This design comes from an exercise in tuning for small area, a short achievable clock period and few clock cycles on the open sky130 flow, not from production work.
Where RTL was checked, it was by simulation tests only, not by an equivalence proof against the original.
Power is estimated from default activity; no workload was simulated.

xenon:
## Data_selector
module Data_selector(
	input clk,
	input rst,
	input data_collect_finish,
	input [7:0] data_in,
	output reg [7:0] data_out,
	output reg [13:0] read_select,
	output reg [13:0] write_out_se,
	output reg data_process_finish,
	output reg wr_enable
    );
	localparam integer H   = 9;                     
	localparam integer K   = H - 2;                 
	localparam integer R0L = 100 - H;               
	localparam [13:0] DN  = 100;                    
	localparam [13:0] DC  = 1 - 100 * (H - 1);      
	localparam [13:0] DB  = -199;                   
	localparam [13:0] DF  = -100 * (H - 1);         
	localparam [13:0] ALAST = (R0L - K + H - 1) * 100 + 99;
	localparam [13:0] W0  = -(8 * 100 + DC + 2 * 100 + DC);
	localparam [6:0] C98 = 7'd46;                   
	localparam [3:0] J1  = 4'd2;                    
	localparam [3:0] J7  = 4'd10;                   
	reg running;
	reg [3:0] j;                 
	reg [6:0] c;                 
	reg jl, j2, j1, je;          
	reg c0, c1, c99, cf, cx;     
	reg bf, bl;                  
	reg [7:0] D [1:2*H-1];       
	reg [9:0] hp;                
	reg [9:0] h1, h2, h3;        
	reg wr, blur;                
	reg wr1, blur1;              
	wire go = running | (data_collect_finish & ~data_process_finish & ~wr_enable & ~wr1);
	wire [9:0] h0 = hp + {2'b0, data_in};
	wire [11:0] sum = {2'b0, h3} + {1'b0, h2, 1'b0} + {2'b0, h1};
	always @(*) begin
  ...
For scale: ~770 cells after synthesis, about 240 flip-flops, about 49 I/O pins.
Settings: LEC_CHECK=0, ABC_AREA=1, CAP_MARGIN=20, CORE_MARGIN=2, CORE_UTILIZATION=55, SETUP_SLACK_MARGIN=3.3, SLEW_MARGIN=20; clock period 5.5 ns.
standard.sh (not shown) runs the stock make flow with config.mk's settings and CLKGATE_MAP_FILE= SYNTH_SCRIPT=/design/flow/synth_recipe.tcl, a recipe that flattens the netlist after the stock synthesis.
==> flow/flow/run.sh <==
#!/bin/bash
# Standard ORFS layout (the standard.sh), with two changes:
#  - port buffers are the smallest buffer (buf_1) instead of clkdlybuf4s50_1;
#  - clock tree built from clkbuf_16 in clusters of up to 30 sinks, without dummy loads.
set -euo pipefail
bash standard.sh \
  "BUFFER_PORTS_ARGS=-buffer_cell sky130_fd_sc_hd__buf_1" \
  "CTS_ARGS=-sink_clustering_enable -repair_clock_nets -dont_use_dummy_load -buf_list sky130_fd_sc_hd__clkbuf_16 -sink_clustering_size 30 -sink_clustering_max_diameter 100" \
  finish > standard_flow.log 2>&1
xenon went all the way through the flow, and no timing, DRC or antenna check failed.
Modified inputs, cedar compared to xenon
- SETUP_SLACK_MARGIN changed from 3.3 to 3.4
==> run summary <==
Worst setup slack, cedar and xenon: smaller value in xenon
There was hardly any difference in clock-pin transition on the worst setup and hold timing paths between xenon and cedar.
cedar ended with more area growth from synthesis to layout than xenon.
Looking at cedar and xenon, the total number of placement rows is a wash.
cedar vs. xenon: routed wire length went up by about 1.8%.
On global-route wire length before repair, cedar and xenon are basically level.
Diff xenon -> cedar: per-cell via count in the routed design saw a decrease, stage delay of the slowest cell on the critical path saw an increase, top fanout value on the critical path saw an increase.
No functional check of the RTL was part of any run of this note.

========
v6:
Data_selector, a different RTL version from the one above (not shown whole).
Size: about 830 cells after synthesis, about 49 I/O pins.
// Data_selector
module Data_selector(
	input clk,
	input rst,
	input data_collect_finish,
	input [7:0] data_in,
	output reg [7:0] data_out,
	output reg [13:0] read_select,
	output reg [13:0] write_out_se,
	output reg data_process_finish,
	output reg wr_enable
    );
	localparam integer H   = 9;                     
	localparam integer K   = H - 2;                 
	localparam integer R0L = 100 - H;               
	localparam [13:0] DN  = 100;                    
	localparam [13:0] DC  = 1 - 100 * (H - 1);      
	localparam [13:0] DB  = -199;                   
	localparam [13:0] DF  = -100 * (H - 1);         
	localparam [13:0] ALAST = (R0L - K + H - 1) * 100 + 99;
	localparam [13:0] A1  = -201;                   
	localparam [13:0] A2  = 100 * (H - 1) - 102;    
	localparam [13:0] A3  = 98;                     
	localparam [13:0] A5  = 100 * (H - 1) - 101;    
	localparam [13:0] A6  = -100 * K - 101;         
	localparam [13:0] A9  = -200;                   
	localparam [13:0] A10 = 9899;                   
	localparam [13:0] A11 = 100 * (H - 2) - 1;      
	localparam [13:0] A12 = 100 * (H - 2);          
	localparam [6:0] C98 = 7'd46;                   
	localparam [3:0] J7  = 4'd10;                   
	localparam [1:0] S_NONE = 2'd0, S_BLUR = 2'd1, S_COLC = 2'd2, S_ROWC = 2'd3;
	reg running;
	reg [3:0] j;                 
	reg [6:0] c;                 
	reg jl, j2, j1;              
	reg c0, c1, c99, cf;         
	reg bf, bl;                  
	reg [7:0] D [1:2*H-1];       
	reg [9:0] hp;                
	reg [9:0] h1, h2, h3;        
	reg [1:0] src, src1;         
	reg [13:0] aoff, aoff1;      
	wire go = running | (data_collect_finish & ~data_process_finish & ~wr_enable & (src1 == S_NONE));
	wire [9:0] h0 = hp + {2'b0, data_in};
	wire [11:0] sum = {2'b0, h3} + {1'b0, h2, 1'b0} + {2'b0, h1};
	always @(*) begin
		src = S_NONE;
		aoff = A1;
		if (j2) begin
			if (c0) begin
				if (!bf) begin
					src = S_COLC;
					aoff = jl ? A3 : A6;
				end
			end
			else if (cf) begin
				src = S_COLC;
				aoff = jl ? A10 : A9;
			end
			else begin
				src = c1 ? S_COLC : S_BLUR;
				if (!jl) aoff = A1;
				else if (!c99) aoff = A2;
				else if (bl) aoff = A5;
				else aoff = A3;
			end
		end
		else if (j1) begin
			if (bf && !cf) begin src = S_ROWC; aoff = A9; end
		end
		else begin
  ...
==> flow/config.mk <==
export PLATFORM = sky130hd
export DESIGN_NAME = Data_selector
export DESIGN_NICKNAME = Data_selector
export VERILOG_FILES = /design/flow/design.v
export SDC_FILE = /design/flow/constraint.sdc
export NUM_CORES = 4
export LEC_CHECK = 0
export ABC_AREA = 1
export CAP_MARGIN = 20
export CORE_MARGIN = 2
export CORE_UTILIZATION = 55
export SETUP_SLACK_MARGIN = 3.4
export SLEW_MARGIN = 20
==> flow/constraint.sdc <==
create_clock -name core_clock -period 5.5 [get_ports {clk}]
set_input_delay 1.1000 -clock core_clock [delete_from_list [all_inputs] [get_ports {clk}]]
set_output_delay 1.1000 -clock core_clock [all_outputs]
set_load 0.01 [all_outputs]
==> flow/flow/run.sh <==
#!/bin/bash
# Standard ORFS layout (the standard.sh), with two changes:
#  - port buffers are the smallest buffer (buf_1) instead of clkdlybuf4s50_1;
#  - clock tree built from clkbuf_8 in clusters of up to 16 sinks, without dummy loads.
set -euo pipefail
bash standard.sh \
  "BUFFER_PORTS_ARGS=-buffer_cell sky130_fd_sc_hd__buf_1" \
  "CTS_ARGS=-sink_clustering_enable -repair_clock_nets -dont_use_dummy_load -buf_list sky130_fd_sc_hd__clkbuf_8 -sink_clustering_size 16 -sink_clustering_max_diameter 50" \
  finish > standard_flow.log 2>&1
Testbench counts of v6, summed over its fixed seeds: cycles 302,736.
For v7, these inputs were changed with respect to v6:
- changing SETUP_SLACK_MARGIN from 3.4 to 3.3
==> comparison <==
v7 supports a higher top clock frequency than v6. Cmp v7 and v6 / growth of design area from synthesis to finish / lower: v7. Re post-CTS setup buffer count: v7 is 3 down on v6. Detailed-route via count for v7: about 1.5% down relative to v6. v7 ends up with a post-layout worst setup margin that is 29 ps higher than in v6. v7 reports its last element of the critical path as read_select[0] while v6 reports read_select[6].

========
old:
Another version of the RTL of Data_selector (not shown whole).
Size in the first run: ~740 cells after synthesis, about 220 flip-flops.
==> flow/config.mk <==
export PLATFORM = sky130hd
export DESIGN_NAME = Data_selector
export DESIGN_NICKNAME = Data_selector
export VERILOG_FILES = /design/flow/design.v
export SDC_FILE = /design/flow/constraint.sdc
export NUM_CORES = 4
export LEC_CHECK = 0
export CAP_MARGIN = 20
export CORE_MARGIN = 2
export CORE_UTILIZATION = 40
export SETUP_SLACK_MARGIN = 3.0
export SLEW_MARGIN = 20
==> flow/constraint.sdc <==
create_clock -name core_clock -period 5.5 [get_ports {clk}]
set_input_delay 1.1000 -clock core_clock [delete_from_list [all_inputs] [get_ports {clk}]]
set_output_delay 1.1000 -clock core_clock [all_outputs]
set_load 0.01 [all_outputs]
run.sh (not shown) runs the stock make flow with config.mk's settings and CLKGATE_MAP_FILE= SYNTH_SCRIPT=/design/flow/synth_recipe.tcl, a recipe that flattens the netlist after the stock synthesis.
Stock flow here: none of the scripts above is used.
The inputs of new differ from those of old as listed below.
Settings: removing SETUP_SLACK_MARGIN (formerly 3.0).
### Flow results
Having completed the whole flow, new delivered a layout that passed the timing, design-rule and antenna checks.
Number of vias in the routed layout, old and new: higher on old
Between old and new, the sequential share of power is higher for new.
Comparing old and new, the lower final worst hold slack was measured on new.
Compared with old, new shows a lower clock network fraction of total power.
No functional check of the RTL was part of any run of this note.

========
== job 729 ==
Another version of the RTL of Data_selector (not shown whole).
Size: about 250 flip-flops, ~49 I/O pins, about 0.0092 mm2 of cells after synthesis.
clock: 5.5 ns
lec_check: 0
abc_area: 1
cap_margin: 20
core_margin: 2
core_utilization: 40
setup_slack_margin: 3.2
slew_margin: 20
standard.sh (not shown) runs the stock make flow with config.mk's settings and CLKGATE_MAP_FILE= SYNTH_SCRIPT=/design/flow/synth_recipe.tcl, a recipe that flattens the netlist after the stock synthesis.
Scripts as last shown in full above: flow/flow/run.sh
Job 729: full flow OK, the timing, design-rule and antenna checks passed
Testbench counts of job 729, summed over its fixed seeds: cycles 302,736.
Relative to job 729, the following input files were edited for job 9911:
Settings: a change of CORE_UTILIZATION from 40 to 55.
### Flow results
On minimum clock period, the higher figure sits with job 9911, not job 729. | routed length on met3 | higher: job 729 |. Of job 729 and job 9911, job 9911 shows the lower clock buffer count from CTS, with job 729 above it. Job 9911 vs. job 729: clock-buffer cell count fell 3, post-route worst setup slack -7.0 ps.
The inputs of job 8933 differ from those of job 9911 as listed below.
Settings: swapping 3.2 for 3.4 in SETUP_SLACK_MARGIN; swapping 55 for 40 in CORE_UTILIZATION.
--- outcome ---
The final layouts of job 9911 and job 8933 pass the timing, design-rule and antenna checks.
[compare] base=job 9911 new=job 8933: final cell count without fillers has increased, clock share of power higher.
Higher delay contributed by the slowest stage of the critical path goes to job 9911 over job 8933.
The critical path startpoint comes out read_select[5] in one run and read_select[6] in the other, namely in job 9911 and job 8933 respectively.
For the non-clock buffer count, job 8933 came in 12 higher than job 9911 did.

[afterwards: timing with drivers on the ports]
The flow's constraints put no driver on any port. The routed layouts listed below were extracted and timed again, unchanged, in two steps.
Step 1: set_driving_cell puts a clkbuf_16 on clk and a buf_2 on each other input, an assumption about the parent block.
Step 2 adds t to the input delays and takes it off the output delays; t is the mean of the earliest and latest rising clock arrival at the registers after step 1. Input paths then give back, and output paths get back, about the clock's delay inside the block.
Slacks: ideal / step 1 / step 2; pairs: ideal / step 1.
| run | t (ns) | slack for setup (ns) | worst hold slack (ns) | worst setup path after step 2 |
|---|---|---|---|---|
| xenon | 0.488 | 2.663 / 2.663 / 2.663 | 0.331 / 0.331 / 0.331 | register to register |
| cedar | 0.491 | 2.742 / 2.742 / 2.742 | 0.328 / 0.328 / 0.328 | register to register |
| v6 | 0.547 | 3.318 / 3.281 / 2.982 | 0.292 / 0.292 / 0.292 | input to register |
| v7 | 0.544 | 3.347 / 3.310 / 2.954 | 0.304 / 0.304 / 0.304 | input to register |
| old | 0.540 | 2.724 / 2.724 / 2.382 | 0.323 / 0.323 / 0.323 | input to register |
| new | 0.556 | 2.403 / 2.403 / 1.880 | 0.315 / 0.315 / 0.315 | input to register |
| job 729 | 0.575 | 3.256 / 3.212 / 2.918 | 0.272 / 0.272 / 0.272 | input to register |
| job 9911 | 0.552 | 3.249 / 3.208 / 2.886 | 0.271 / 0.271 / 0.271 | input to register |
| job 8933 | 0.577 | 3.310 / 3.266 / 2.984 | 0.273 / 0.273 / 0.273 | input to register |
After both steps setup and hold are still met in every run listed. For new, which loses most, drivers alone change the setup slack by 0.000 ns; drivers and shift together by -0.523 ns.
